What follows belongs to an exercise in optimizing a design on an open flow for small area and a short achievable clock period; a production flow would make more cautious choices. Function was checked by simulation only, so behaviour that the tests miss may differ from the original. Power is estimated from default activity; no workload was simulated.

===== design/flow/design.v =====
`timescale 1ns/1ns
module axis_Gauss_1x5 (
  input  logic       s_axis_aclk,
  input  logic       s_axis_arstn,
  input  logic [7:0] s_axis_tdata,
  input  logic       s_axis_tvalid,
  input  logic       s_axis_tlast,
  output logic [7:0] m_axis_tdata,
  output logic       m_axis_tvalid,
  output logic       m_axis_tlast
);
logic [7:0]  d1, d2, d3, d4;
logic        v1, v2, l1, l2;
logic [13:0] cnt;
logic [9:0] b;
always_ff @(posedge s_axis_aclk) begin
  d1 <= s_axis_tdata;
  d2 <= d1;
  d3 <= d2;
  d4 <= d3;
  v1 <= s_axis_tvalid;
  v2 <= v1;
  l1 <= s_axis_tlast;
  l2 <= l1;
  b <= bnext;
end
always_ff @(posedge s_axis_aclk) begin
  if (!s_axis_arstn || s_axis_tlast)
    cnt <= '0;
  else if (s_axis_tvalid)
    cnt <= cnt + 14'd1;
end
wire edge_pt = (cnt[13:1] == 13'd1);
wire [7:0] x0 = s_axis_tdata;
wire h1_s, h1_c;
gha h1 (.a(d1[0]), .b(d2[1]), .s(h1_s), .co(h1_c));
wire f2_s, f2_c;
gfa f2 (.a(d1[1]), .b(d2[2]), .c(h1_c), .s(f2_s), .co(f2_c));
wire f3_s, f3_c;
gfa f3 (.a(d1[2]), .b(d2[3]), .c(f2_c), .s(f3_s), .co(f3_c));
wire f4_s, f4_c;
gfa f4 (.a(d1[3]), .b(d2[4]), .c(x0[4]), .s(f4_s), .co(f4_c));
wire f5_s, f5_c;
gfa f5 (.a(d1[4]), .b(d2[5]), .c(x0[5]), .s(f5_s), .co(f5_c));
wire f6_s, f6_c;
gfa f6 (.a(d1[5]), .b(d2[6]), .c(x0[6]), .s(f6_s), .co(f6_c));
wire f7_s, f7_c;
gfa f7 (.a(d1[6]), .b(d2[7]), .c(x0[7]), .s(f7_s), .co(f7_c));
wire h8_s, h8_c;
gha h8 (.a(d2[0]), .b(x0[0]), .s(h8_s), .co(h8_c));
wire h9_s, h9_c;
gha h9 (.a(h1_s), .b(x0[1]), .s(h9_s), .co(h9_c));
wire h10_s, h10_c;
gha h10 (.a(f2_s), .b(x0[2]), .s(h10_s), .co(h10_c));
wire h11_s, h11_c;
gha h11 (.a(x0[3]), .b(f3_s), .s(h11_s), .co(h11_c));
wire h12_s, h12_c;
gha h12 (.a(f3_c), .b(f4_s), .s(h12_s), .co(h12_c));
wire h13_s, h13_c;
gha h13 (.a(f4_c), .b(f5_s), .s(h13_s), .co(h13_c));
wire h14_s, h14_c;
gha h14 (.a(f5_c), .b(f6_s), .s(h14_s), .co(h14_c));
wire h15_s, h15_c;
gha h15 (.a(f6_c), .b(f7_s), .s(h15_s), .co(h15_c));
wire h16_s, h16_c;
gha h16 (.a(d1[7]), .b(f7_c), .s(h16_s), .co(h16_c));
wire q17_x;
g_ao21 q17 (.a(h9_c), .b(h9_s), .c(h8_c), .x(q17_x));
wire q18_x;
g_and2 q18 (.a(h9_s), .b(h8_s), .x(q18_x));
wire q19_x;
g_ao21 q19 (.a(h11_c), .b(h11_s), .c(h10_c), .x(q19_x));
wire q20_x;
g_and2 q20 (.a(h11_s), .b(h10_s), .x(q20_x));
wire q21_x;
g_ao21 q21 (.a(h13_c), .b(h13_s), .c(h12_c), .x(q21_x));
wire q22_x;
g_and2 q22 (.a(h13_s), .b(h12_s), .x(q22_x));
wire q23_x;
g_ao21 q23 (.a(h15_c), .b(h15_s), .c(h14_c), .x(q23_x));
wire q24_x;
g_and2 q24 (.a(h15_s), .b(h14_s), .x(q24_x));
wire q25_x;
g_ao21 q25 (.a(h10_c), .b(h10_s), .c(q17_x), .x(q25_x));
wire q26_x;
g_and2 q26 (.a(h10_s), .b(q18_x), .x(q26_x));
wire q27_x;
g_ao21 q27 (.a(q19_x), .b(q20_x), .c(q17_x), .x(q27_x));
wire q28_x;
g_and2 q28 (.a(q20_x), .b(q18_x), .x(q28_x));
wire q29_x;
g_ao21 q29 (.a(h14_c), .b(h14_s), .c(q21_x), .x(q29_x));
wire q30_x;
g_and2 q30 (.a(h14_s), .b(q22_x), .x(q30_x));
wire q31_x;
g_ao21 q31 (.a(q23_x), .b(q24_x), .c(q21_x), .x(q31_x));
wire q32_x;
g_and2 q32 (.a(q24_x), .b(q22_x), .x(q32_x));
wire q33_x;
g_ao21 q33 (.a(h12_c), .b(h12_s), .c(q27_x), .x(q33_x));
wire q34_x;
g_and2 q34 (.a(h12_s), .b(q28_x), .x(q34_x));
wire q35_x;
g_ao21 q35 (.a(q21_x), .b(q22_x), .c(q27_x), .x(q35_x));
wire q36_x;
g_and2 q36 (.a(q22_x), .b(q28_x), .x(q36_x));
wire q37_x;
g_ao21 q37 (.a(q29_x), .b(q30_x), .c(q27_x), .x(q37_x));
wire q38_x;
g_and2 q38 (.a(q30_x), .b(q28_x), .x(q38_x));
wire q39_x;
g_ao21 q39 (.a(q31_x), .b(q32_x), .c(q27_x), .x(q39_x));
wire q40_x;
g_and2 q40 (.a(q32_x), .b(q28_x), .x(q40_x));
wire q41_x;
g_ao21 q41 (.a(h16_c), .b(h16_s), .c(q39_x), .x(q41_x));
wire q42_x;
g_and2 q42 (.a(h16_s), .b(q40_x), .x(q42_x));
wire q43_x;
g_xor2 q43 (.a(h9_s), .b(h8_c), .x(q43_x));
wire q44_x;
g_xor2 q44 (.a(h10_s), .b(q17_x), .x(q44_x));
wire q45_x;
g_xor2 q45 (.a(h11_s), .b(q25_x), .x(q45_x));
wire q46_x;
g_xor2 q46 (.a(h12_s), .b(q27_x), .x(q46_x));
wire q47_x;
g_xor2 q47 (.a(h13_s), .b(q33_x), .x(q47_x));
wire q48_x;
g_xor2 q48 (.a(h14_s), .b(q35_x), .x(q48_x));
wire q49_x;
g_xor2 q49 (.a(h15_s), .b(q37_x), .x(q49_x));
wire q50_x;
g_xor2 q50 (.a(h16_s), .b(q39_x), .x(q50_x));
wire q51_x;
g_xor2 q51 (.a(1'b0), .b(q41_x), .x(q51_x));
wire [9:0] bnext = {q51_x, q50_x, q49_x, q48_x, q47_x, q46_x, q45_x, q44_x, q43_x, h8_s};
wire h52_s, h52_c;
gha h52 (.a(d4[1]), .b(d2[0]), .s(h52_s), .co(h52_c));
wire f53_s, f53_c;
gfa f53 (.a(d4[2]), .b(d2[1]), .c(d2[0]), .s(f53_s), .co(f53_c));
wire i54 = ~d4[0];
wire f55_s, f55_c;
gfa f55 (.a(i54), .b(h52_c), .c(f53_s), .s(f55_s), .co(f55_c));
wire h56_s, h56_c;
gha h56 (.a(x0[2]), .b(f55_s), .s(h56_s), .co(h56_c));
wire i57 = ~d2[2];
wire f58_s, f58_c;
gfa f58 (.a(d4[3]), .b(d4[1]), .c(i57), .s(f58_s), .co(f58_c));
wire i59 = ~f58_s;
wire f60_s, f60_c;
gfa f60 (.a(d2[1]), .b(f53_c), .c(i59), .s(f60_s), .co(f60_c));
wire f61_s, f61_c;
gfa f61 (.a(f55_c), .b(x0[3]), .c(f60_s), .s(f61_s), .co(f61_c));
wire h62_s, h62_c;
gha h62 (.a(h56_c), .b(f61_s), .s(h62_s), .co(h62_c));
wire f63_s, f63_c;
gfa f63 (.a(b[0]), .b(d4[4]), .c(d2[3]), .s(f63_s), .co(f63_c));
wire i64 = ~d4[2];
wire f65_s, f65_c;
gfa f65 (.a(i64), .b(d2[2]), .c(d4[3]), .s(f65_s), .co(f65_c));
wire i66 = ~f58_c;
wire f67_s, f67_c;
gfa f67 (.a(i66), .b(f63_s), .c(f65_s), .s(f67_s), .co(f67_c));
wire f68_s, f68_c;
gfa f68 (.a(x0[4]), .b(f60_c), .c(f67_s), .s(f68_s), .co(f68_c));
wire i69 = ~x0[2];
wire f70_s, f70_c;
gfa f70 (.a(i69), .b(f61_c), .c(f68_s), .s(f70_s), .co(f70_c));
wire f71_s, f71_c;
gfa f71 (.a(b[1]), .b(d4[3]), .c(b[0]), .s(f71_s), .co(f71_c));
wire f72_s, f72_c;
gfa f72 (.a(d4[5]), .b(d4[0]), .c(d2[4]), .s(f72_s), .co(f72_c));
wire f73_s, f73_c;
gfa f73 (.a(d2[3]), .b(f63_c), .c(f65_c), .s(f73_s), .co(f73_c));
wire i74 = ~f71_s;
wire f75_s, f75_c;
gfa f75 (.a(i74), .b(f72_s), .c(x0[5]), .s(f75_s), .co(f75_c));
wire f76_s, f76_c;
gfa f76 (.a(x0[0]), .b(f73_s), .c(f67_c), .s(f76_s), .co(f76_c));
wire i77 = ~x0[3];
wire f78_s, f78_c;
gfa f78 (.a(i77), .b(f75_s), .c(f68_c), .s(f78_s), .co(f78_c));
wire h79_s, h79_c;
gha h79 (.a(f76_s), .b(f70_c), .s(h79_s), .co(h79_c));
wire f80_s, f80_c;
gfa f80 (.a(d4[6]), .b(d4[1]), .c(d2[5]), .s(f80_s), .co(f80_c));
wire i81 = ~d2[4];
wire f82_s, f82_c;
gfa f82 (.a(b[2]), .b(d4[4]), .c(i81), .s(f82_s), .co(f82_c));
wire i83 = ~f71_c;
wire f84_s, f84_c;
gfa f84 (.a(i83), .b(f72_c), .c(f80_s), .s(f84_s), .co(f84_c));
wire i85 = ~f82_s;
wire f86_s, f86_c;
gfa f86 (.a(i85), .b(f73_c), .c(x0[6]), .s(f86_s), .co(f86_c));
wire i87 = ~x0[4];
wire f88_s, f88_c;
gfa f88 (.a(i87), .b(x0[1]), .c(f84_s), .s(f88_s), .co(f88_c));
wire f89_s, f89_c;
gfa f89 (.a(f75_c), .b(f76_c), .c(f86_s), .s(f89_s), .co(f89_c));
wire f90_s, f90_c;
gfa f90 (.a(f88_s), .b(f78_c), .c(f89_s), .s(f90_s), .co(f90_c));
wire f91_s, f91_c;
gfa f91 (.a(d4[7]), .b(d4[2]), .c(d2[6]), .s(f91_s), .co(f91_c));
wire i92 = ~d2[5];
wire f93_s, f93_c;
gfa f93 (.a(b[3]), .b(d4[5]), .c(i92), .s(f93_s), .co(f93_c));
wire i94 = ~f82_c;
wire f95_s, f95_c;
gfa f95 (.a(f80_c), .b(i94), .c(f91_s), .s(f95_s), .co(f95_c));
wire i96 = ~f93_s;
wire f97_s, f97_c;
gfa f97 (.a(i96), .b(f84_c), .c(x0[7]), .s(f97_s), .co(f97_c));
wire i98 = ~x0[5];
wire f99_s, f99_c;
gfa f99 (.a(i98), .b(x0[2]), .c(f95_s), .s(f99_s), .co(f99_c));
wire f100_s, f100_c;
gfa f100 (.a(f86_c), .b(f88_c), .c(f97_s), .s(f100_s), .co(f100_c));
wire f101_s, f101_c;
gfa f101 (.a(f99_s), .b(f89_c), .c(f100_s), .s(f101_s), .co(f101_c));
wire f102_s, f102_c;
gfa f102 (.a(b[0]), .b(d4[3]), .c(d2[7]), .s(f102_s), .co(f102_c));
wire i103 = ~d2[6];
wire f104_s, f104_c;
gfa f104 (.a(b[4]), .b(d4[6]), .c(i103), .s(f104_s), .co(f104_c));
wire i105 = ~f93_c;
wire f106_s, f106_c;
gfa f106 (.a(f91_c), .b(i105), .c(f102_s), .s(f106_s), .co(f106_c));
wire i107 = ~f95_c;
wire f108_s, f108_c;
gfa f108 (.a(f104_s), .b(i107), .c(x0[6]), .s(f108_s), .co(f108_c));
wire f109_s, f109_c;
gfa f109 (.a(x0[3]), .b(f106_s), .c(f97_c), .s(f109_s), .co(f109_c));
wire i110 = ~f108_s;
wire f111_s, f111_c;
gfa f111 (.a(f99_c), .b(i110), .c(f100_c), .s(f111_s), .co(f111_c));
wire h112_s, h112_c;
gha h112 (.a(f109_s), .b(f101_c), .s(h112_s), .co(h112_c));
wire f113_s, f113_c;
gfa f113 (.a(b[1]), .b(d4[4]), .c(d2[7]), .s(f113_s), .co(f113_c));
wire i114 = ~f102_c;
wire f115_s, f115_c;
gfa f115 (.a(b[5]), .b(d4[7]), .c(i114), .s(f115_s), .co(f115_c));
wire i116 = ~f104_c;
wire f117_s, f117_c;
gfa f117 (.a(i116), .b(f113_s), .c(f106_c), .s(f117_s), .co(f117_c));
wire f118_s, f118_c;
gfa f118 (.a(x0[7]), .b(i87), .c(f115_s), .s(f118_s), .co(f118_c));
wire i119 = ~f117_s;
wire f120_s, f120_c;
gfa f120 (.a(f108_c), .b(i119), .c(f118_s), .s(f120_s), .co(f120_c));
wire i121 = ~f120_s;
wire f122_s, f122_c;
gfa f122 (.a(f109_c), .b(i121), .c(f111_c), .s(f122_s), .co(f122_c));
wire i123 = ~b[6];
wire f124_s, f124_c;
gfa f124 (.a(i123), .b(b[2]), .c(d4[5]), .s(f124_s), .co(f124_c));
wire i125 = ~f115_c;
wire f126_s, f126_c;
gfa f126 (.a(f113_c), .b(f124_s), .c(i125), .s(f126_s), .co(f126_c));
wire i127 = ~f118_c;
wire f128_s, f128_c;
gfa f128 (.a(x0[5]), .b(f117_c), .c(i127), .s(f128_s), .co(f128_c));
wire i129 = ~f120_c;
wire f130_s, f130_c;
gfa f130 (.a(f126_s), .b(i129), .c(f128_s), .s(f130_s), .co(f130_c));
wire f131_s, f131_c;
gfa f131 (.a(b[7]), .b(b[3]), .c(d4[6]), .s(f131_s), .co(f131_c));
wire f132_s, f132_c;
gfa f132 (.a(f124_c), .b(f131_s), .c(x0[6]), .s(f132_s), .co(f132_c));
wire f133_s, f133_c;
gfa f133 (.a(f126_c), .b(f132_s), .c(f128_c), .s(f133_s), .co(f133_c));
wire f134_s, f134_c;
gfa f134 (.a(b[8]), .b(b[4]), .c(d4[7]), .s(f134_s), .co(f134_c));
wire i135 = ~b[7];
wire f136_s, f136_c;
gfa f136 (.a(i135), .b(f131_c), .c(f134_s), .s(f136_s), .co(f136_c));
wire f137_s, f137_c;
gfa f137 (.a(x0[7]), .b(f136_s), .c(f132_c), .s(f137_s), .co(f137_c));
wire i138 = ~b[8];
wire f139_s, f139_c;
gfa f139 (.a(b[9]), .b(b[5]), .c(i138), .s(f139_s), .co(f139_c));
wire f140_s, f140_c;
gfa f140 (.a(f134_c), .b(f139_s), .c(f136_c), .s(f140_s), .co(f140_c));
wire i141 = ~b[9];
wire f142_s, f142_c;
gfa f142 (.a(b[6]), .b(i141), .c(f139_c), .s(f142_s), .co(f142_c));
wire i143 = ~x0[0];
wire i144 = ~x0[1];
wire h145_s, h145_c;
gha h145 (.a(d4[0]), .b(x0[0]), .s(h145_s), .co(h145_c));
wire h146_s, h146_c;
gha h146 (.a(h52_s), .b(x0[1]), .s(h146_s), .co(h146_c));
wire h147_s, h147_c;
gha h147 (.a(i143), .b(h56_s), .s(h147_s), .co(h147_c));
wire h148_s, h148_c;
gha h148 (.a(i144), .b(h62_s), .s(h148_s), .co(h148_c));
wire h149_s, h149_c;
gha h149 (.a(h62_c), .b(f70_s), .s(h149_s), .co(h149_c));
wire h150_s, h150_c;
gha h150 (.a(f78_s), .b(h79_s), .s(h150_s), .co(h150_c));
wire h151_s, h151_c;
gha h151 (.a(h79_c), .b(f90_s), .s(h151_s), .co(h151_c));
wire q152_x;
g_ao21 q152 (.a(h146_c), .b(h146_s), .c(h145_c), .x(q152_x));
wire q153_x;
g_and2 q153 (.a(h146_s), .b(h145_s), .x(q153_x));
wire q154_x;
g_ao21 q154 (.a(h148_c), .b(h148_s), .c(h147_c), .x(q154_x));
wire q155_x;
g_and2 q155 (.a(h148_s), .b(h147_s), .x(q155_x));
wire q156_x;
g_ao21 q156 (.a(h150_c), .b(h150_s), .c(h149_c), .x(q156_x));
wire q157_x;
g_and2 q157 (.a(h150_s), .b(h149_s), .x(q157_x));
wire q158_x;
g_ao21 q158 (.a(h147_c), .b(h147_s), .c(q152_x), .x(q158_x));
wire q159_x;
g_and2 q159 (.a(h147_s), .b(q153_x), .x(q159_x));
wire q160_x;
g_ao21 q160 (.a(q154_x), .b(q155_x), .c(q152_x), .x(q160_x));
wire q161_x;
g_and2 q161 (.a(q155_x), .b(q153_x), .x(q161_x));
wire q162_x;
g_ao21 q162 (.a(h151_c), .b(h151_s), .c(q156_x), .x(q162_x));
wire q163_x;
g_and2 q163 (.a(h151_s), .b(q157_x), .x(q163_x));
wire q164_x;
g_ao21 q164 (.a(h149_c), .b(h149_s), .c(q160_x), .x(q164_x));
wire q165_x;
g_and2 q165 (.a(h149_s), .b(q161_x), .x(q165_x));
wire q166_x;
g_ao21 q166 (.a(q156_x), .b(q157_x), .c(q160_x), .x(q166_x));
wire q167_x;
g_and2 q167 (.a(q157_x), .b(q161_x), .x(q167_x));
wire q168_x;
g_ao21 q168 (.a(q162_x), .b(q163_x), .c(q160_x), .x(q168_x));
wire q169_x;
g_and2 q169 (.a(q163_x), .b(q161_x), .x(q169_x));
wire q170_x;
g_ao21 q170 (.a(h146_c), .b(h146_s), .c(h145_c), .x(q170_x));
wire q171_x;
g_ao21 q171 (.a(h147_c), .b(h147_s), .c(q170_x), .x(q171_x));
wire q172_x;
g_ao21 q172 (.a(h148_c), .b(h148_s), .c(q171_x), .x(q172_x));
wire q173_x;
g_ao21 q173 (.a(h149_c), .b(h149_s), .c(q172_x), .x(q173_x));
wire q174_x;
g_ao21 q174 (.a(h150_c), .b(h150_s), .c(q173_x), .x(q174_x));
wire q175_x;
g_ao21 q175 (.a(h151_c), .b(h151_s), .c(q174_x), .x(q175_x));
wire h176_s, h176_c;
gha h176 (.a(f137_s), .b(f133_c), .s(h176_s), .co(h176_c));
wire h177_s, h177_c;
gha h177 (.a(f140_s), .b(f137_c), .s(h177_s), .co(h177_c));
wire h178_s, h178_c;
gha h178 (.a(f142_s), .b(f140_c), .s(h178_s), .co(h178_c));
wire h179_s, h179_c;
gha h179 (.a(i135), .b(f142_c), .s(h179_s), .co(h179_c));
wire h180_s, h180_c;
gha h180 (.a(i138), .b(b[7]), .s(h180_s), .co(h180_c));
wire h181_s, h181_c;
gha h181 (.a(i141), .b(b[8]), .s(h181_s), .co(h181_c));
wire q182_x;
g_ao21 q182 (.a(h177_c), .b(h177_s), .c(h176_c), .x(q182_x));
wire q183_x;
g_and2 q183 (.a(h177_s), .b(h176_s), .x(q183_x));
wire q184_x;
g_ao21 q184 (.a(h179_c), .b(h179_s), .c(h178_c), .x(q184_x));
wire q185_x;
g_and2 q185 (.a(h179_s), .b(h178_s), .x(q185_x));
wire q186_x;
g_ao21 q186 (.a(h181_c), .b(h181_s), .c(h180_c), .x(q186_x));
wire q187_x;
g_and2 q187 (.a(h181_s), .b(h180_s), .x(q187_x));
wire q188_x;
g_ao21 q188 (.a(h178_c), .b(h178_s), .c(q182_x), .x(q188_x));
wire q189_x;
g_and2 q189 (.a(h178_s), .b(q183_x), .x(q189_x));
wire q190_x;
g_ao21 q190 (.a(q184_x), .b(q185_x), .c(q182_x), .x(q190_x));
wire q191_x;
g_and2 q191 (.a(q185_x), .b(q183_x), .x(q191_x));
wire q192_x;
g_ao21 q192 (.a(h180_c), .b(h180_s), .c(q190_x), .x(q192_x));
wire q193_x;
g_and2 q193 (.a(h180_s), .b(q191_x), .x(q193_x));
wire q194_x;
g_ao21 q194 (.a(q186_x), .b(q187_x), .c(q190_x), .x(q194_x));
wire q195_x;
g_and2 q195 (.a(q187_x), .b(q191_x), .x(q195_x));
wire q196_x;
g_xor2 q196 (.a(h177_s), .b(h176_c), .x(q196_x));
wire q197_x;
g_xor2 q197 (.a(h178_s), .b(q182_x), .x(q197_x));
wire q198_x;
g_xor2 q198 (.a(h179_s), .b(q188_x), .x(q198_x));
wire q199_x;
g_xor2 q199 (.a(h180_s), .b(q190_x), .x(q199_x));
wire q200_x;
g_xor2 q200 (.a(h181_s), .b(q192_x), .x(q200_x));
wire [10:0] ua = {q200_x, q199_x, q198_x, q197_x, q196_x, h176_s, f130_c, f130_s, h112_c, f111_s, f90_c};
wire [10:0] ub = {1'b0, 1'b0, 1'b0, 1'b0, 1'b0, 1'b0, f133_s, f122_c, f122_s, h112_s, f101_s};
wire uc = q175_x;
logic [10:0] oa, ob;
logic oc;
always_ff @(posedge s_axis_aclk) begin
  oa <= edge_pt ? {d2, 3'd0} : ua;
  ob <= edge_pt ? 11'd0 : ub;
  oc <= ~edge_pt & uc;
  m_axis_tvalid <= v2;
  m_axis_tlast  <= l2 & ~edge_pt;
end
assign m_axis_tdata = {oa[10] ^ (1'b0 | oa[9] & 1'b0 | oa[9] & oa[8] & 1'b0 | oa[9] & oa[8] & oa[7] & 1'b0 | oa[9] & oa[8] & oa[7] & oa[6] & 1'b0 | oa[9] & oa[8] & oa[7] & oa[6] & oa[5] & (oa[4] & ob[4]) | oa[9] & oa[8] & oa[7] & oa[6] & oa[5] & (oa[4] ^ ob[4]) & (oa[3] & ob[3]) | oa[9] & oa[8] & oa[7] & oa[6] & oa[5] & (oa[4] ^ ob[4]) & (oa[3] ^ ob[3]) & (oa[2] & ob[2]) | oa[9] & oa[8] & oa[7] & oa[6] & oa[5] & (oa[4] ^ ob[4]) & (oa[3] ^ ob[3]) & (oa[2] ^ ob[2]) & (oa[1] & ob[1]) | oa[9] & oa[8] & oa[7] & oa[6] & oa[5] & (oa[4] ^ ob[4]) & (oa[3] ^ ob[3]) & (oa[2] ^ ob[2]) & (oa[1] ^ ob[1]) & (oa[0] & ob[0]) | oa[9] & oa[8] & oa[7] & oa[6] & oa[5] & (oa[4] ^ ob[4]) & (oa[3] ^ ob[3]) & (oa[2] ^ ob[2]) & (oa[1] ^ ob[1]) & (oa[0] ^ ob[0]) & oc), oa[9] ^ (1'b0 | oa[8] & 1'b0 | oa[8] & oa[7] & 1'b0 | oa[8] & oa[7] & oa[6] & 1'b0 | oa[8] & oa[7] & oa[6] & oa[5] & (oa[4] & ob[4]) | oa[8] & oa[7] & oa[6] & oa[5] & (oa[4] ^ ob[4]) & (oa[3] & ob[3]) | oa[8] & oa[7] & oa[6] & oa[5] & (oa[4] ^ ob[4]) & (oa[3] ^ ob[3]) & (oa[2] & ob[2]) | oa[8] & oa[7] & oa[6] & oa[5] & (oa[4] ^ ob[4]) & (oa[3] ^ ob[3]) & (oa[2] ^ ob[2]) & (oa[1] & ob[1]) | oa[8] & oa[7] & oa[6] & oa[5] & (oa[4] ^ ob[4]) & (oa[3] ^ ob[3]) & (oa[2] ^ ob[2]) & (oa[1] ^ ob[1]) & (oa[0] & ob[0]) | oa[8] & oa[7] & oa[6] & oa[5] & (oa[4] ^ ob[4]) & (oa[3] ^ ob[3]) & (oa[2] ^ ob[2]) & (oa[1] ^ ob[1]) & (oa[0] ^ ob[0]) & oc), oa[8] ^ (1'b0 | oa[7] & 1'b0 | oa[7] & oa[6] & 1'b0 | oa[7] & oa[6] & oa[5] & (oa[4] & ob[4]) | oa[7] & oa[6] & oa[5] & (oa[4] ^ ob[4]) & (oa[3] & ob[3]) | oa[7] & oa[6] & oa[5] & (oa[4] ^ ob[4]) & (oa[3] ^ ob[3]) & (oa[2] & ob[2]) | oa[7] & oa[6] & oa[5] & (oa[4] ^ ob[4]) & (oa[3] ^ ob[3]) & (oa[2] ^ ob[2]) & (oa[1] & ob[1]) | oa[7] & oa[6] & oa[5] & (oa[4] ^ ob[4]) & (oa[3] ^ ob[3]) & (oa[2] ^ ob[2]) & (oa[1] ^ ob[1]) & (oa[0] & ob[0]) | oa[7] & oa[6] & oa[5] & (oa[4] ^ ob[4]) & (oa[3] ^ ob[3]) & (oa[2] ^ ob[2]) & (oa[1] ^ ob[1]) & (oa[0] ^ ob[0]) & oc), oa[7] ^ (1'b0 | oa[6] & 1'b0 | oa[6] & oa[5] & (oa[4] & ob[4]) | oa[6] & oa[5] & (oa[4] ^ ob[4]) & (oa[3] & ob[3]) | oa[6] & oa[5] & (oa[4] ^ ob[4]) & (oa[3] ^ ob[3]) & (oa[2] & ob[2]) | oa[6] & oa[5] & (oa[4] ^ ob[4]) & (oa[3] ^ ob[3]) & (oa[2] ^ ob[2]) & (oa[1] & ob[1]) | oa[6] & oa[5] & (oa[4] ^ ob[4]) & (oa[3] ^ ob[3]) & (oa[2] ^ ob[2]) & (oa[1] ^ ob[1]) & (oa[0] & ob[0]) | oa[6] & oa[5] & (oa[4] ^ ob[4]) & (oa[3] ^ ob[3]) & (oa[2] ^ ob[2]) & (oa[1] ^ ob[1]) & (oa[0] ^ ob[0]) & oc), oa[6] ^ (1'b0 | oa[5] & (oa[4] & ob[4]) | oa[5] & (oa[4] ^ ob[4]) & (oa[3] & ob[3]) | oa[5] & (oa[4] ^ ob[4]) & (oa[3] ^ ob[3]) & (oa[2] & ob[2]) | oa[5] & (oa[4] ^ ob[4]) & (oa[3] ^ ob[3]) & (oa[2] ^ ob[2]) & (oa[1] & ob[1]) | oa[5] & (oa[4] ^ ob[4]) & (oa[3] ^ ob[3]) & (oa[2] ^ ob[2]) & (oa[1] ^ ob[1]) & (oa[0] & ob[0]) | oa[5] & (oa[4] ^ ob[4]) & (oa[3] ^ ob[3]) & (oa[2] ^ ob[2]) & (oa[1] ^ ob[1]) & (oa[0] ^ ob[0]) & oc), oa[5] ^ ((oa[4] & ob[4]) | (oa[4] ^ ob[4]) & (oa[3] & ob[3]) | (oa[4] ^ ob[4]) & (oa[3] ^ ob[3]) & (oa[2] & ob[2]) | (oa[4] ^ ob[4]) & (oa[3] ^ ob[3]) & (oa[2] ^ ob[2]) & (oa[1] & ob[1]) | (oa[4] ^ ob[4]) & (oa[3] ^ ob[3]) & (oa[2] ^ ob[2]) & (oa[1] ^ ob[1]) & (oa[0] & ob[0]) | (oa[4] ^ ob[4]) & (oa[3] ^ ob[3]) & (oa[2] ^ ob[2]) & (oa[1] ^ ob[1]) & (oa[0] ^ ob[0]) & oc), (oa[4] ^ ob[4]) ^ ((oa[3] & ob[3]) | (oa[3] ^ ob[3]) & (oa[2] & ob[2]) | (oa[3] ^ ob[3]) & (oa[2] ^ ob[2]) & (oa[1] & ob[1]) | (oa[3] ^ ob[3]) & (oa[2] ^ ob[2]) & (oa[1] ^ ob[1]) & (oa[0] & ob[0]) | (oa[3] ^ ob[3]) & (oa[2] ^ ob[2]) & (oa[1] ^ ob[1]) & (oa[0] ^ ob[0]) & oc), (oa[3] ^ ob[3]) ^ ((oa[2] & ob[2]) | (oa[2] ^ ob[2]) & (oa[1] & ob[1]) | (oa[2] ^ ob[2]) & (oa[1] ^ ob[1]) & (oa[0] & ob[0]) | (oa[2] ^ ob[2]) & (oa[1] ^ ob[1]) & (oa[0] ^ ob[0]) & oc)};
endmodule
module g_maj3 (
  input  logic a,
  input  logic b,
  input  logic c,
  output logic x
);
assign x = (a & b) | (a & c) | (b & c);
endmodule
module g_or2 (
  input  logic a,
  input  logic b,
  output logic x
);
assign x = a | b;
endmodule
module g_and2 (
  input  logic a,
  input  logic b,
  output logic x
);
assign x = a & b;
endmodule
module g_xor2 (
  input  logic a,
  input  logic b,
  output logic x
);
assign x = a ^ b;
endmodule
module g_ao21 (
  input  logic a,
  input  logic b,
  input  logic c,
  output logic x
);
assign x = a | (b & c);
endmodule
module gha (
  input  logic a,
  input  logic b,
  output logic s,
  output logic co
);
assign s  = a ^ b;
assign co = a & b;
endmodule
module gfa (
  input  logic a,
  input  logic b,
  input  logic c,
  output logic s,
  output logic co
);
assign s  = a ^ b ^ c;
assign co = (a & b) | (a & c) | (b & c);
endmodule

===== design/flow/flow/run.sh =====
#!/bin/bash
# Layout flow: the standard flow, with plain buffers on the ports and a clock
# tree of small buffers without dummy loads.
export BUFFER_PORTS_ARGS="-buffer_cell sky130_fd_sc_hd__buf_2"
export CTS_ARGS="-sink_clustering_enable -repair_clock_nets -dont_use_dummy_load -buf_list \"sky130_fd_sc_hd__clkbuf_4 sky130_fd_sc_hd__clkbuf_8\""
bash standard.sh > standard.log 2>&1

===== design/flow/standard.sh =====
#!/bin/bash
# synth_recipe.tcl (not shown) runs the flow's synth.tcl, then flattens the netlist and writes it again
# the make line also repeats each setting of config.mk as NAME=value (left out here)
make -C /OpenROAD-flow-scripts/flow DESIGN_CONFIG=/design/flow/config.mk WORK_HOME=/design/flow/orfs CLKGATE_MAP_FILE= SYNTH_SCRIPT=/design/flow/synth_recipe.tcl "${@:-finish}"

===== design/flow/config.mk =====
export PLATFORM = sky130hd
export DESIGN_NAME = axis_Gauss_1x5
export DESIGN_NICKNAME = axis_Gauss_1x5
export VERILOG_FILES = /design/flow/design.v
export SDC_FILE = /design/flow/constraint.sdc
export NUM_CORES = 4
export LEC_CHECK = 0
export CAP_MARGIN = 20
export CORE_MARGIN = 2
export CORE_UTILIZATION = 40
export SETUP_SLACK_MARGIN = 4.1
export SLEW_MARGIN = 20
export SYNTH_HIERARCHICAL = 1
export SYNTH_MINIMUM_KEEP_SIZE = 0

===== design/flow/constraint.sdc =====
create_clock -name core_clock -period 8.0 [get_ports {s_axis_aclk}]
set_input_delay 1.6000 -clock core_clock [delete_from_list [all_inputs] [get_ports {s_axis_aclk}]]
set_output_delay 1.6000 -clock core_clock [all_outputs]
set_load 0.01 [all_outputs]

==> results by group, run 1 <==
Run status
  • Status: complete, no violations

Cells and area
  • Layout area overhead: 8.99%
  • Layout net count: 490
  • Final Util: 0.443
  • Layout cells sized above 1: 0.121
  • Layout fillers: roughly 1000
  • # diodes: 0
  • FF/Latch Area: around 0.0016 mm2
  • Multi-input logic area: ~0.0026 mm2

Worst setup path
  • Worst EP required: 8.23 ns
  • R2R setup slack: 4.32 ns
  • Critical R2R Launch: d4[3]
  • CP startpoint kind: primary input
  • Kind of critical path: primary input to register
  • R2r worst-path depth: 11
  • CP endpoint: oa[10]
  • CP arrival: approximately 4.0 ns
  • CP max stage cell: fa_1
  • Crit path capture type: register
  • Crit path largest cell delay: roughly 0.38 ns
  • Worst-path maximum fanout: 4
  • Worst-path cell chain: buf_2 > inv_2 > fa_1 > inv_1 > fa_1 > fa_1 > ha_1 > a21o_1 > a21o_1 > a21o_1 > xor2_1 > mux2_2
  • Critical path origin: s_axis_tdata[4]
  • Crit Reg-Reg Endpoint: oa[10]

Timing
  • Worst-margin pin slew: approximately 0.55 ns
  • Worst Slack Setup Final: approximately 4.3 ns
  • Setup TNS: 0 ns
  • Clock Skew: 0.0400 ns
  • Achievable frequency: roughly 270 MHz
  • RSZ-0062 raised after global routing: no
  • Endpoints failing hold: 0
  • Rel. slew slack: 0.631
  • Crit path time final: about 3.7 ns
  • Finish-stage setup viols: 0
  • Final worst path period share: 0.467
  • Pins Over Slew Limit: 0

Logic synthesis
  • Top post-synthesis cells by area: dfxtp_1, fa_1, ha_1, xor2_1, a21o_1
  • Synth Area in Compound Gates: 0.0530
  • #FFs+latches synth: roughly 80
  • Synthesized cell area: roughly 0.0044 mm2
  • Synth Area in Adders: 0.377
  • Syn Nets: between 400 and 500
  • Mapped Cells: 355
  • Most frequent cell after synthesis: dfxtp_1
  • Avg Cell Area, Syn: 12.3 um2
  • Top_reg_cell synth: dfxtp_1
  • Yosys top cell area share: 0.362
  • Synth cell types: 32
  • Main combinational cell family by area after synthesis: adder cells
  • Ys Warns: 7
  • Top cells by count, synth: dfxtp_1, fa_1, inv_1
  • Async SR Flop Fraction: 0
  • Multiplexer area fraction after synthesis: 0.0143
  • Sequential fraction of the synthesis area: 0.362
  • Synth Area in Simple Gates: 0.0873
  • Synth Area in XOR/XNOR: 0.0701
  • Synth area leader: dfxtp_1
  • Post-synth EDFFs: 0

Clock tree
  • Htree depth: 3
  • Sinks on Clock Net: 79
  • Clk root buf: clkbuf_8
  • Post-CTS Setup Inserts: 0
  • Clock Latency Late Sink: about 0.35 ns
  • CTS tree: built
  • Max Buffers Root-to-Sink: 2
  • CTS clk-pin slew, worst paths: roughly 0.070 ns
  • Total CTS buffers: 9

Floorplanning
  • Full die area: around 0.012 mm2
  • Core area: 0.0107 mm2
  • Num ports: 22
  • Placement row count: 38
  • DIE HEIGHT: around 110 um
  • Die W: 109 um
  • Initial Utilization: 0.407

Job
  • Max Cap Viol: 0

Detailed routing
  • Initial DRT Pass Iterations: 4
  • Routed len/inst: 13.4 um
  • DRT iter0 DRCs: between 90 and 100
  • Total Wirelength: ~7000 um
  • Vias per inst: 4.62
  • Final antenna-violating net count: 0
  • Via count: 2406
  • # DRC: 0

Pwr
  • Int Power: 1180 uW
  • Psw: roughly 700 uW
  • Peak VDD IR: roughly 0.00022 V
  • PwrDens: between 300 and 400 mW/mm2
  • Comb power frac: 0.591
  • Flop pwr share: 0.290
  • Sw Ratio: 0.375
  • Clk network pwr share: 0.119
  • Leakage: ~0.0022 uW

GRT
  • Initial antenna violation count: 0
  • Grt total ovfl: 0
  • Largest net degree at the start of global routing: 23
  • GRT Overall Usage: 0.144
  • Vias in the first global route: 2669
  • First-pass GRT wire length: ~13000 um

Placement
  • Port bufs: 21
  • Routability cong.: approximately 0.83
  • DP Worst Slack: a little under 4 ns
  • DPL Wire Length: roughly 5800 um

Hold path
  • Hold/Removal Path Class: register to register
modules after synthesis (local to each module, per instance):
module | times used | flops+latches | cell area, um2 | cells inside
axis_Gauss_1x5 | 1 | 79 | 2460 | 222
g_and2 | 6 | 0 | 6.26 | 1
g_ao21 | 24 | 0 | 7.51 | 1
g_xor2 | 14 | 0 | 8.76 | 1
gfa | 61 | 0 | 20.0 | 1
gha | 28 | 0 | 12.5 | 1
worst min path at each step:
stage | start | endpoint | slack (ns) | cells after the start
2_1_floorplan | d3[0] | d4[0] | 0.31 | 0
3_3_place_gp | d3[7] | d4[7] | 0.31 | 0
3_5_place_dp | d3[7] | d4[7] | 0.31 | 0
4_1_cts | d3[7] | d4[7] | 0.33 | 0
5_1_grt | d3[7] | d4[7] | 0.33 | 0
6_report | d3[7] | d4[7] | 0.32 | 0
stage by stage:
stage,hold WS (ns),cell area [um2],power (uW),instances
floorplan,0.310,4370,1450,355
global placement,0.310,4630,1680,512
detailed placement,0.312,4630,1690,512
CTS,0.327,4750,1920,521
global route,0.330,4760,2140,521
finish,0.325,4760,1880,521
metal layers:
| layer | vias up | share of wire | GRT usage |
|---|---|---|---|
| met5 | - | 0 | 0 |
| met4 | 0 | 0.020 | 0.0549 |
| met3 | 10 | 0.021 | 0.0380 |
| met2 | 19 | 0.50 | 0.247 |
| met1 | 1192 | 0.46 | 0.172 |
| li1 | 1185 | - | - |
power groups by stage:
stage,logic (uW),registers [uW],clock network [uW]
4_1_cts,1140,550,232
3_5_place_dp,1130,559,0
3_3_place_gp,1120,557,0
5_1_grt,1340,558,251
2_1_floorplan,909,542,0
6_report,1110,547,224
cell families (layout without fill, tap and decap cells):
family | Yosys count | count (layout)
adders and majority gates | 95 | 95
DFF | 79 | 79
and+or+nand+nor | 69 | 69
buffers and inverters | 39 | 65
xor gates and xnor gates | 35 | 35
AOI/OAI and AO/OA | 32 | 32
muxes | 5 | 5
other | 1 | 1
registers in the layout, summed over array words and instances (netlist names):
register       flops
l1                 1
d4                 8
oa                11
m_axis_tvalid      1
d2                 8
l2                 1
d1                 8
ob                 5
cnt               14
m_axis_tlast       1
v2                 1
b                 10
oc                 1
d3                 8
v1                 1
final cells by class:
cell class | count | area share
clock buffers | 9 | 0.0260
repair buffers | 21 | 0.0221
inverters | 35 | 0.0276
multi-input cells | 237 | 0.554
well taps | 140 | 0.0368
flip-flops and latches | 79 | 0.334
worst max-delay path, delay by kind of cell:
kind / cells / cell delay (ns)
AOI/OAI and AO/OA: 3 / 0.54
xor gates and xnor gates: 1 / 0.15
adders and majority gates: 4 / 1.13
buffers and inverters: 3 / 0.30
muxes: 1 / 0.25
placed cells by master, fill, tap and decap left out:
cell      count
nor4_2        1
and3_1        2
xnor2_1      12
nand4_2       2
mux2i_1       1
o41a_1        1
and2_1       16
fa_1         59
ha_1         34
inv_2         1
a21o_1       24
inv_1        34
nor2_1       21
nand2_1      10
o21a_1        1
xor2_1       23
dfxtp_2       1
conb_1        1
dfxtp_1      76
buf_2        21
a211oi_1      1
nor4b_2       1
clkbuf_8      9
and4_1        1
dfxtp_4       2
nand2b_1      1
nand3_1       5
o21ai_1       4
o21ai_0       1
mux2_2        2
mux2_4        2
fa_2          2
nand4_1       4
nor3_1        3
nor3_2        2
what timing repair did:
item	in CTS	in global routing
endpoints found under the setup margin	0	1
gates resized for setup	0	8
hold buffers	0	0
==> run 2: changes to the inputs <==
--- a/design/flow/config.mk
+++ b/design/flow/config.mk
@@ -9,5 +9,5 @@
 export CORE_MARGIN = 2
 export CORE_UTILIZATION = 40
-export SETUP_SLACK_MARGIN = 4.1
+export SETUP_SLACK_MARGIN = 4.5
 export SLEW_MARGIN = 20
 export SYNTH_HIERARCHICAL = 1
==> results by group, run 2 <==
Run status
  • Status: complete, no violations

Logic synthesis
  • Main combinational cell family by area after synthesis: adder cells
  • Post-synth EDFFs: 0 (unchanged)
  • Avg Cell Area, Syn: 12.3 um2 (unchanged)
  • Syn Nets: 462 (unchanged)
  • Synth Area in Adders: 0.377 (unchanged)
  • Top_reg_cell synth: dfxtp_1
  • Synth Area in Simple Gates: 0.0873 (unchanged)
  • Yosys top cell area share: 0.362 (unchanged)
  • Synth area leader: dfxtp_1
  • Sequential fraction of the synthesis area: 0.362 (unchanged)
  • Synth Area in Compound Gates: 0.0530 (unchanged)
  • Top post-synthesis cells by area: dfxtp_1, fa_1, ha_1, xor2_1, a21o_1
  • Synthesized cell area: 0.00437 mm2 (unchanged)
  • Mapped Cells: 355 (unchanged)
  • Top cells by count, synth: dfxtp_1, fa_1, inv_1
  • Synth Area in XOR/XNOR: 0.0701 (unchanged)
  • Multiplexer area fraction after synthesis: 0.0143 (unchanged)
  • Ys Warns: 7 (unchanged)
  • Most frequent cell after synthesis: dfxtp_1
  • #FFs+latches synth: 79 (unchanged)
  • Synth cell types: 32 (unchanged)
  • Async SR Flop Fraction: 0 (unchanged)

Worst setup path
  • Worst EP required: 6.40 ns (-1.83 ns)
  • Crit path largest cell delay: 0.44 ns (+0.06 ns)
  • Crit path capture type: output pin
  • Worst-path cell chain: ha_4 > a211oi_4 > nor2_2 > o41a_1 > nand4_1 > xnor2_1 > buf_2
  • CP arrival: 2.06 ns (-1.91 ns)
  • Kind of critical path: register to output pin
  • CP max stage cell: o41a_1
  • Delay-heaviest family, CP: compound AO/OA/AOI/OAI gates
  • Buf/Inv on CP: 1 (-2)
  • CP startpoint kind: register
  • Worst-path maximum fanout: 6 (+2)

Clock tree
  • Hold buffers post-CTS: 0 (unchanged)
  • Clock Latency Late Sink: 0.35 ns (about the same)
  • Htree depth: 3 (unchanged)
  • Total CTS buffers: 9 (unchanged)
  • Sinks on Clock Net: 79 (unchanged)
  • Clk root buf: clkbuf_8
  • Max Buffers Root-to-Sink: 2 (unchanged)
  • CTS tree: built
  • CTS clk-pin slew, worst paths: 0.07 ns (about the same)

GRT
  • Vias in the first global route: 2481 (-7.0%)
  • GRT Overall Usage: 0.138 (-0.00585)
  • Largest net degree at the start of global routing: 23 (unchanged)
  • Grt total ovfl: 0 (unchanged)
  • First-pass GRT wire length: 11900 um (-5.6%)
  • Initial antenna violation count: 0 (unchanged)

Pwr
  • Psw: 781 uW (+10%)
  • Flop pwr share: 0.267 (-0.023)
  • Leakage: 0.00225 uW (+2.2%)
  • Clk network pwr share: 0.108 (-0.011)
  • Comb power frac: 0.626 (+0.035)
  • Sw Ratio: 0.378 (+0.00282)
  • Peak VDD IR: 0.000194 V (-10%)
  • Int Power: 1280 uW (+9.2%)
  • PwrDens: 419 mW/mm2 (+5.8%)

Detailed routing
  • Via count: 2392 (-0.58%)
  • # DRC: 0 (unchanged)
  • Initial DRT Pass Iterations: 4 (unchanged)
  • Vias per inst: 4.53 (-1.9%)
  • Final antenna-violating net count: 0 (unchanged)
  • Total Wirelength: 7300 um (+4.4%)
  • Routed len/inst: 13.8 um (+3.0%)
  • DRT iter0 DRCs: 46 (-52%)

Floorplanning
  • DIE HEIGHT: 109 um (unchanged)
  • Initial Utilization: 0.407 (unchanged)
  • Core area: 0.0107 mm2 (unchanged)
  • Placement row count: 38 (unchanged)
  • Die W: 109 um (unchanged)
  • Full die area: 0.0118 mm2 (unchanged)
  • Num ports: 22 (unchanged)

Cells and area
  • Most common cell after layout, fill and taps aside: dfxtp_1
  • # diodes: 0 (unchanged)
  • Layout cells sized above 1: 0.186 (+0.0648)
  • Max FFs per register: 14 (unchanged)
  • Most frequent cells in the layout: dfxtp_1, fa_1, inv_1
  • Largest registers: cnt: 14 flops, oa: 11 flops, b: 10 flops
  • Fin area: 0.00493 mm2 (+3.6%)
  • Final Non-Filler Cells: 528 (+1.3%)
  • Layout net count: 497 (+1.4%)
  • Layout area overhead: 12.9%
  • Largest Register: cnt

Timing
  • RSZ-0062 raised after global routing: yes
  • Rel. slew slack: 0.610 (-0.0207)
  • Achievable frequency: 273 MHz (+2.1%)
  • Worst Slack Setup Final: 4.34 ns (+0.0766 ns)
  • Worst-margin pin slew: 0.583 ns (+0.0310 ns)
  • Finish-stage setup viols: 0 (unchanged)
  • Final hold slack: 0.327 ns (+0.00215 ns)
  • Clock Skew: 0.0165 ns (-0.0235 ns)
  • Pins Over Slew Limit: 0 (unchanged)
  • Endpoints failing hold: 0 (unchanged)
  • Setup TNS: 0 ns (unchanged)
  • Crit path time final: 3.66 ns (-0.0766 ns)
  • Final worst path period share: 0.458 (-0.00957)

Placement
  • DP Worst Slack: 3.96 ns (+0.108 ns)
  • Routability cong.: 0.784 (-5.7%)
  • Placed cell count: 512 (unchanged)
  • Port bufs: 21 (unchanged)
  • DPL Wire Length: 5930 um (+3.1%)
  • Placed inst area: 0.00464 mm2 (+0.22%)

Job
  • Max Cap Viol: 0 (unchanged)

Hold path
  • Hold/Removal Path Class: register to register
==> run 2: worst paths after layout <==
path / from / endpoint / slack, ns / depth (start not counted)
setup / recovery: ob[0] / m_axis_tdata[7] / 4.34 / 7
hold / removal: d3[7] / d4[7] / 0.33 / 0
setup reg to reg: b[0] / oa[10] / 4.43 / 11
hold reg to reg: d3[7] / d4[7] / 0.33 / 0
==> run 2: final cells by class <==
| class | count | area, um2 |
|---|---|---|
| multi-input cells | 237 | 2710 |
| repair buffers | 28 | 184 |
| flip-flops and latches | 79 | 1600 |
| well taps | 140 | 175 |
| clock buffers | 9 | 124 |
| fillers | 994 | 5810 |
| inverters | 35 | 144 |
==> run 2: modules after synthesis, one instance, submodules excluded <==
module          cell area, um2  flops+latches
g_ao21                    7.51              0
gha                       12.5              0
gfa                       20.0              0
g_xor2                    8.76              0
g_and2                    6.26              0
axis_Gauss_1x5            2460             79
==> run 2: what timing repair did <==
item | CTS | global route
buffers inserted | 1 | 6
gates resized for setup | 7 | 35
setup endpoints to repair | 10 | 11
pin swaps | 4 | 18
==> run 2: per-layer routing <==
metal | vias to the layer above | wire [um] | track usage
met5 | - | 0 | 0
met4 | 0 | 113 | 0.0495
li1 | 1203 | - | -
met2 | 20 | 3720 | 0.240
met3 | 10 | 157 | 0.0368
met1 | 1159 | 3300 | 0.164
==> run 2: through the flow <==
| step | util | total power [uW] |
|---|---|---|
| final | 0.459 | 2070 |
| after global routing | 0.459 | 2290 |
| after CTS | 0.445 | 1970 |
| after detailed placement | 0.431 | 1730 |
| after global placement | 0.431 | 1710 |
| after floorplan | - | 1460 |
==> run 2: cell families after synthesis <==
kind of cell | after synthesis
AO/OA/AOI/OAI | 32
flip-flops | 79
other | 1
buffers and inverters | 39
XOR/XNOR | 35
adder cells (fa/ha/maj) | 95
multiplexers | 5
AND/OR/NAND/NOR | 69
==> run 2: power groups by stage <==
stage	registers (uW)	logic, uW	clock network (uW)
after CTS	551	1190	230
final	551	1290	222
after detailed placement	559	1170	0
after global routing	563	1480	246
after global placement	557	1150	0
after floorplan	542	917	0
==> run 3: changes to the inputs <==
--- a/design/flow/config.mk
+++ b/design/flow/config.mk
@@ -6,8 +6,9 @@
 export NUM_CORES = 4
 export LEC_CHECK = 0
+export ABC_CLOCK_PERIOD_IN_PS = 3000
 export CAP_MARGIN = 20
 export CORE_MARGIN = 2
 export CORE_UTILIZATION = 40
-export SETUP_SLACK_MARGIN = 4.5
+export SETUP_SLACK_MARGIN = 4.3
 export SLEW_MARGIN = 20
 export SYNTH_HIERARCHICAL = 1
==> results by group, run 3 <==
Run status
  • Status: complete, no violations

GRT
  • GRT Overall Usage: 0.138 (+0.000500)
  • Grt total ovfl: 0 (unchanged)
  • Largest net degree at the start of global routing: 23 (unchanged)
  • First-pass GRT wire length: 12000 um (+0.40%)
  • Vias in the first global route: 2546 (+2.6%)
  • Initial antenna violation count: 0 (unchanged)

Worst setup path
  • Crit Reg-Reg Endpoint: oc
  • CP arrival: 2.03 ns (-0.03 ns)
  • R2R setup slack: 4.46 ns (+0.03 ns)
  • Kind of critical path: register to output pin
  • CP startpoint kind: register
  • Critical R2R Launch: d4[2]
  • Worst EP required: 6.40 ns (about the same)
  • Crit path capture type: output pin
  • R2r worst-path depth: 9 (-2)
  • Worst-path maximum fanout: 6 (unchanged)

Timing
  • Setup TNS: 0 ns (unchanged)
  • RSZ-0062 raised after global routing: yes
  • Achievable frequency: 275 MHz (+0.79%)
  • Final worst path period share: 0.454 (-0.00359)
  • Rel. slew slack: 0.634 (+0.0239)
  • Endpoints failing hold: 0 (unchanged)
  • Clock Skew: 0.0281 ns (+0.0116 ns)
  • Worst-margin pin slew: 0.547 ns (-0.0358 ns)
  • Crit path time final: 3.63 ns (-0.0287 ns)
  • Finish-stage setup viols: 0 (unchanged)
  • Pins Over Slew Limit: 0 (unchanged)
  • Worst Slack Setup Final: 4.37 ns (+0.0287 ns)

Logic synthesis
  • #FFs+latches synth: 79 (unchanged)
  • Syn Nets: 462 (unchanged)
  • Most frequent cell after synthesis: dfxtp_1
  • Top_reg_cell synth: dfxtp_1
  • Synth cell types: 32 (unchanged)
  • Async SR Flop Fraction: 0 (unchanged)
  • Synth area leader: dfxtp_1
  • Sequential fraction of the synthesis area: 0.362 (unchanged)
  • Top post-synthesis cells by area: dfxtp_1, fa_1, ha_1, xor2_1, a21o_1
  • Post-synth EDFFs: 0 (unchanged)
  • Mapped Cells: 355 (unchanged)
  • Yosys top cell area share: 0.362 (unchanged)
  • Avg Cell Area, Syn: 12.3 um2 (unchanged)
  • Top cells by count, synth: dfxtp_1, fa_1, inv_1
  • Synthesized cell area: 0.00437 mm2 (unchanged)
  • Ys Warns: 7 (unchanged)

Detailed routing
  • DRT iter0 DRCs: 97 (+110%)
  • Initial DRT Pass Iterations: 5 (+1)
  • # DRC: 0 (unchanged)
  • Via count: 2353 (-1.6%)
  • Vias per inst: 4.50 (-0.69%)
  • Total Wirelength: 6990 um (-4.2%)
  • Routed len/inst: 13.4 um (-3.3%)
  • Final antenna-violating net count: 0 (unchanged)

Placement
  • Placed cell count: 512 (unchanged)
  • Routability cong.: 0.765 (-2.4%)
  • Port bufs: 21 (unchanged)
  • DP Worst Slack: 3.99 ns (+0.0326 ns)
  • DPL Wire Length: 5780 um (-2.5%)

Clock tree
  • Max Buffers Root-to-Sink: 2 (unchanged)
  • CTS tree: built
  • Clk root buf: clkbuf_8
  • Clock Latency Late Sink: 0.36 ns (about the same)
  • Hold buffers post-CTS: 0 (unchanged)
  • Htree depth: 3 (unchanged)
  • CTS clk-pin slew, worst paths: 0.07 ns (about the same)
  • Total CTS buffers: 9 (unchanged)
  • Sinks on Clock Net: 79 (unchanged)

Floorplanning
  • Full die area: 0.0118 mm2 (unchanged)
  • DIE HEIGHT: 109 um (unchanged)
  • Core area: 0.0107 mm2 (unchanged)
  • Num ports: 22 (unchanged)
  • Die W: 109 um (unchanged)
  • Placement row count: 38 (unchanged)
  • Initial Utilization: 0.407 (unchanged)

Pwr
  • PwrDens: 402 mW/mm2 (-4.0%)
  • Peak VDD IR: 0.000230 V (+19%)
  • Leakage: 0.00221 uW (-1.9%)

Cells and area
  • Largest registers: cnt: 14 flops, oa: 11 flops, b: 10 flops
  • Max FFs per register: 14 (unchanged)
  • Final Non-Filler Cells: 523 (-0.95%)
  • Layout net count: 492 (-1.0%)
  • Largest Register: cnt
  • Most common cell after layout, fill and taps aside: dfxtp_1
  • Layout area overhead: 10.2%
  • Layout cells sized above 1: 0.151 (-0.0341)
  • Layout fillers: 1028 (+3.4%)
  • # diodes: 0 (unchanged)
  • Most frequent cells in the layout: dfxtp_1, fa_1, inv_1

Hold path
  • Hold Path End: d4[3]
  • Hold Path Origin: d3[3]
  • Hold/Removal Path Class: register to register
  • Worst Hold Depth: 0 (unchanged)

Job
  • Max Cap Viol: 0 (unchanged)
[run 3: cell counts after synthesis]
Identical to the previous run, type by type.
[run 3: worst max-delay path by stage]
stage / startpoint / end / slack (ns) / cells after the start
6_report: ob[0] / m_axis_tdata[7] / 4.37 / 7
5_1_grt: ob[0] / m_axis_tdata[7] / 4.21 / 7
4_1_cts: oa[0] / m_axis_tdata[7] / 4.27 / 7
3_5_place_dp: s_axis_tdata[4] / oa[10] / 3.99 / 12
3_3_place_gp: s_axis_tdata[4] / oa[10] / 4.01 / 12
2_1_floorplan: s_axis_tdata[4] / oa[10] / 4.26 / 11
[run 3: kinds of logic after synthesis]
logic type      Yosys count  share of synthesized area
fa+ha+maj                95                      0.377
flops                    79                      0.362
simple gates             69                     0.0873
buf+inv                  39                     0.0358
xor+xnor                 35                     0.0701
compound gates           32                     0.0530
mux                       5                     0.0143
other cells               1                   0.000858
[run 3: metrics by stage]
stage	power (uW)	hold slack, ns	util	cell area, um2
after floorplan	1460	0.310	-	4380
after global placement	1700	0.310	0.431	4630
after detailed placement	1710	0.312	0.431	4630
after CTS	1960	0.323	0.444	4770
after global routing	2180	0.321	0.448	4810
final	1940	0.317	0.448	4810
[run 3: layout make-up]
class	count	area [um2]	area share
tap	140	175	0.0364
multi-input combinational	237	2670	0.554
inverter	35	134	0.0278
sequential	79	1590	0.331
timing repair buffer	23	120	0.0249
clock buffer	9	124	0.0257
[run 3: per-layer routing]
metal,global-route usage,up-vias,wire length (um),part of all wire
met5,0,-,0,0
met4,0.0696,0,178,0.025
met3,0.0386,13,212,0.030
met2,0.221,23,3410,0.49
met1,0.171,1127,3190,0.46
li1,-,1190,-,-
[run 3: worst max-delay path, cell delays in order (launching register included)]
cell and delay (ns):
dfxtp_2 0.32, ha_4 0.23, a211oi_2 0.23, nor2_2 0.07, o41a_1 0.43, nand4_1 0.15
xnor2_1 0.12, buf_2 0.15
[run 3: timing repair]
| action | in CTS | in global routing |
|---|---|---|
| endpoints found under the setup margin | 6 | 7 |
| buffers inserted | 1 | 1 |
| resized for setup | 4 | 12 |
| pin swaps | 5 | 13 |
[run 3: Yosys stat by module (local to each module, per instance)]
module / times used / cells inside / flops+latches / cell area [um2]
gha: 28 / 1 / 0 / 12.5
gfa: 61 / 1 / 0 / 20.0
g_and2: 6 / 1 / 0 / 6.26
g_ao21: 24 / 1 / 0 / 7.51
g_xor2: 14 / 1 / 0 / 8.76
axis_Gauss_1x5: 1 / 222 / 79 / 2460
[run 3: report_power, final]
group	total [uW]	internal [uW]	switching (uW)
combinational	1160	615	546
sequential	551	492	59.5
clock	222	100	122
total	1940	1210	728
==> run 4: changes to the inputs <==
--- a/design/flow/config.mk
+++ b/design/flow/config.mk
@@ -6,8 +6,8 @@
 export NUM_CORES = 4
 export LEC_CHECK = 0
-export ABC_CLOCK_PERIOD_IN_PS = 3000
 export CAP_MARGIN = 20
 export CORE_MARGIN = 2
 export CORE_UTILIZATION = 40
+export GPL_TIMING_DRIVEN = 1
 export SETUP_SLACK_MARGIN = 4.3
 export SLEW_MARGIN = 20
==> results by group, run 4 <==
Run status
  • Status: complete, no violations

Clock tree
  • Htree depth: 3 (unchanged)
  • Sinks on Clock Net: 79 (unchanged)
  • CTS clk-pin slew, worst paths: 0.07 ns (about the same)
  • Clk root buf: clkbuf_8
  • CTS tree: built
  • Clock Latency Late Sink: 0.36 ns (about the same)
  • Hold buffers post-CTS: 0 (unchanged)
  • Total CTS buffers: 9 (unchanged)
  • Max Buffers Root-to-Sink: 2 (unchanged)

Cells and area
  • Final Util: 0.448 (unchanged)
  • Layout area overhead: 10.2% (unchanged)
  • Multi-input logic area: 0.00267 mm2 (unchanged)
  • Largest Register: cnt
  • Most frequent cells in the layout: dfxtp_1, fa_1, inv_1
  • Max FFs per register: 14 (unchanged)
  • Final Non-Filler Cells: 523 (unchanged)
  • Layout net count: 492 (unchanged)
  • Largest registers: cnt: 14 flops, oa: 11 flops, b: 10 flops
  • FF/Latch Area: 0.00159 mm2 (unchanged)
  • Layout fillers: 1028 (unchanged)
  • # diodes: 0 (unchanged)
  • Most common cell after layout, fill and taps aside: dfxtp_1
  • Layout cells sized above 1: 0.151 (unchanged)

Detailed routing
  • # DRC: 0 (unchanged)
  • Final antenna-violating net count: 0 (unchanged)
  • Routed len/inst: 13.4 um (unchanged)
  • Total Wirelength: 6990 um (unchanged)
  • Vias per inst: 4.50 (unchanged)
  • Initial DRT Pass Iterations: 5 (unchanged)
  • Via count: 2353 (unchanged)
  • DRT iter0 DRCs: 97 (unchanged)

Floorplanning
  • DIE HEIGHT: 109 um (unchanged)
  • Num ports: 22 (unchanged)
  • Die W: 109 um (unchanged)
  • Full die area: 0.0118 mm2 (unchanged)
  • Core area: 0.0107 mm2 (unchanged)
  • Initial Utilization: 0.407 (unchanged)
  • Placement row count: 38 (unchanged)

Timing
  • Endpoints failing hold: 0 (unchanged)
  • Rel. slew slack: 0.634 (unchanged)
  • RSZ-0062 raised after global routing: yes
  • Pins Over Slew Limit: 0 (unchanged)
  • Crit path time final: 3.63 ns (unchanged)
  • Worst-margin pin slew: 0.547 ns (unchanged)
  • Final worst path period share: 0.454 (unchanged)
  • Achievable frequency: 275 MHz (unchanged)
  • Clock Skew: 0.0281 ns (unchanged)
  • Finish-stage setup viols: 0 (unchanged)
  • Setup TNS: 0 ns (unchanged)

Pwr
  • Peak VDD IR: 0.000230 V (unchanged)
  • Leakage: 0.00221 uW (unchanged)
  • Comb power frac: 0.600 (about the same)
  • Sw Ratio: 0.376 (unchanged)
  • Int Power: 1210 uW (unchanged)
  • Psw: 728 uW (unchanged)
  • PwrDens: 402 mW/mm2 (unchanged)
  • Total power: 1940 uW (unchanged)
  • Clk network pwr share: 0.115 (about the same)
  • Flop pwr share: 0.285 (about the same)

GRT
  • Initial antenna violation count: 0 (unchanged)
  • GRT Overall Usage: 0.138 (unchanged)
  • Largest net degree at the start of global routing: 23 (unchanged)
  • Grt total ovfl: 0 (unchanged)
  • First-pass GRT wire length: 12000 um (unchanged)
  • Vias in the first global route: 2546 (unchanged)

Logic synthesis
  • Post-synth EDFFs: 0 (unchanged)
  • Main combinational cell family by area after synthesis: adder cells
  • Most frequent cell after synthesis: dfxtp_1
  • Async SR Flop Fraction: 0 (unchanged)
  • Yosys top cell area share: 0.362 (unchanged)
  • Synth cell types: 32 (unchanged)
  • Ys Warns: 7 (unchanged)
  • Multiplexer area fraction after synthesis: 0.0143 (unchanged)
  • Synthesized cell area: 0.00437 mm2 (unchanged)
  • Synth Area in XOR/XNOR: 0.0701 (unchanged)
  • Synth Area in Compound Gates: 0.0530 (unchanged)
  • Top_reg_cell synth: dfxtp_1
  • Sequential fraction of the synthesis area: 0.362 (unchanged)
  • Avg Cell Area, Syn: 12.3 um2 (unchanged)
  • Top post-synthesis cells by area: dfxtp_1, fa_1, ha_1, xor2_1, a21o_1
  • Synth area leader: dfxtp_1
  • Synth Area in Simple Gates: 0.0873 (unchanged)
  • Synth Area in Adders: 0.377 (unchanged)
  • Top cells by count, synth: dfxtp_1, fa_1, inv_1
  • Syn Nets: 462 (unchanged)
  • #FFs+latches synth: 79 (unchanged)
  • Mapped Cells: 355 (unchanged)

Placement
  • Routability cong.: 0.765 (unchanged)
  • DPL Wire Length: 5780 um (unchanged)
  • Port bufs: 21 (unchanged)
  • Placed cell count: 512 (unchanged)

Hold path
  • Hold Path Origin: d3[3]
  • Hold/Removal Path Class: register to register

Worst setup path
  • CP startpoint kind: register
  • Worst EP required: 6.40 ns (about the same)
  • Crit path largest cell delay: 0.43 ns (about the same)
  • Critical R2R Launch: d4[2]
  • Kind of critical path: register to output pin
  • Critical path origin: ob[0]
  • CP arrival: 2.03 ns (about the same)
  • Worst-path cell chain: ha_4 > a211oi_2 > nor2_2 > o41a_1 > nand4_1 > xnor2_1 > buf_2
  • Crit path capture type: output pin
  • CP max stage cell: o41a_1
  • Worst-path maximum fanout: 6 (unchanged)

Job
  • Max Cap Viol: 0 (unchanged)
run 4: cell counts after synthesis:
No cell type changed its count.
run 4: per-layer routing:
| layer | GRT usage | routed length [um] |
|---|---|---|
| met1 | 0.171 | 3190 |
| met2 | 0.221 | 3410 |
| met3 | 0.0386 | 212 |
| met4 | 0.0696 | 178 |
| met5 | 0 | 0 |
run 4: worst max-delay path, delay by kind of cell (launching register included):
| family | cells | cell delay, ns |
|---|---|---|
| AOI/OAI and AO/OA | 2 | 0.66 |
| xor gates and xnor gates | 1 | 0.12 |
| adders and majority gates | 1 | 0.23 |
| buffers and inverters | 1 | 0.15 |
| DFF | 1 | 0.32 |
| and+or+nand+nor | 2 | 0.22 |
run 4: logic make-up (layout without fill, tap and decap cells):
family                   Yosys count  count (layout)
AO/OA/AOI/OAI                     32              32
XOR/XNOR                          35              35
adder cells (fa/ha/maj)           95              95
buffers and inverters             39              67
flip-flops                        79              79
multiplexers                       5               5
other                              1               1
AND/OR/NAND/NOR                   69              69
run 4: what timing repair did:
item,4_1_cts,5_1_grt
buffers inserted,1,1
setup endpoints to repair,6,7
resized for setup,4,12
pin swaps,5,13
run 4: layout make-up:
class	count	share of cell area
multi-input cells	237	0.554
inverters	35	0.0278
flip-flops and latches	79	0.331
repair buffers	23	0.0249
clock buffers	9	0.0257
well taps	140	0.0364
run 4: metrics by stage:
step,hold slack (ns),setup slack [ns],cell area [um2]
after floorplan,0.310,4.26,4380
after global placement,0.310,4.01,4630
final,0.317,4.37,4810
after detailed placement,0.312,3.99,4630
after global routing,0.321,4.21,4810
after CTS,0.323,4.27,4770
run 4: power by group through the flow:
stage               combinational, uW  sequential (uW)  clock [uW]
floorplan                         915              542           0
global placement                 1140              557           0
detailed placement               1150              559           0
CTS                              1180              550         236
global route                     1370              562         248
finish                           1160              551         222
run 4: per-module statistics from Yosys (local to each module, per instance):
module,cell area (um2),flops+latches,copies in the design,cells inside
g_ao21,7.51,0,24,1
gfa,20.0,0,61,1
axis_Gauss_1x5,2460,79,1,222
gha,12.5,0,28,1
g_xor2,8.76,0,14,1
g_and2,6.26,0,6,1
run 4: final timing paths:
path / slack (ns) / cells past startpoint / to
hold reg to reg: 0.32 / 0 / d4[3]
setup / recovery: 4.37 / 7 / m_axis_tdata[7]
hold / removal: 0.32 / 0 / d4[3]
setup reg to reg: 4.46 / 9 / oc

## port drivers added, routing unchanged
The results above use ideal ports. As a check the final layouts listed here were re-extracted and re-timed, cells and wires unchanged. Step 1: set_driving_cell puts a clkbuf_16 on s_axis_aclk and a buf_2 on each other input, an assumption about the parent block. Step 2 adds t to the input delays and takes it off the output delays; t is the mean of the earliest and latest rising clock arrival at the registers after step 1. Input paths then give back, and output paths get back, about the clock's delay inside the block. Slacks: ideal ports / drivers / drivers and shift; pairs: ideal ports / drivers.
| run | shift t [ns] | slack for setup (ns) | latest minus earliest clock arrival (ns) |
|---|---|---|---|
| run 1 | 0.364 | 4.262 / 4.276 / 3.912 | 0.040 / 0.040 |
| run 2 | 0.373 | 4.339 / 4.307 / 3.981 | 0.017 / 0.016 |
| run 3 | 0.380 | 4.367 / 4.334 / 4.013 | 0.029 / 0.028 |
| run 4 | 0.380 | 4.367 / 4.334 / 4.013 | 0.029 / 0.028 |
After both steps every run listed still meets setup and hold. For run 2, which loses most, drivers alone change the setup slack by -0.032 ns; drivers and shift together by -0.358 ns.
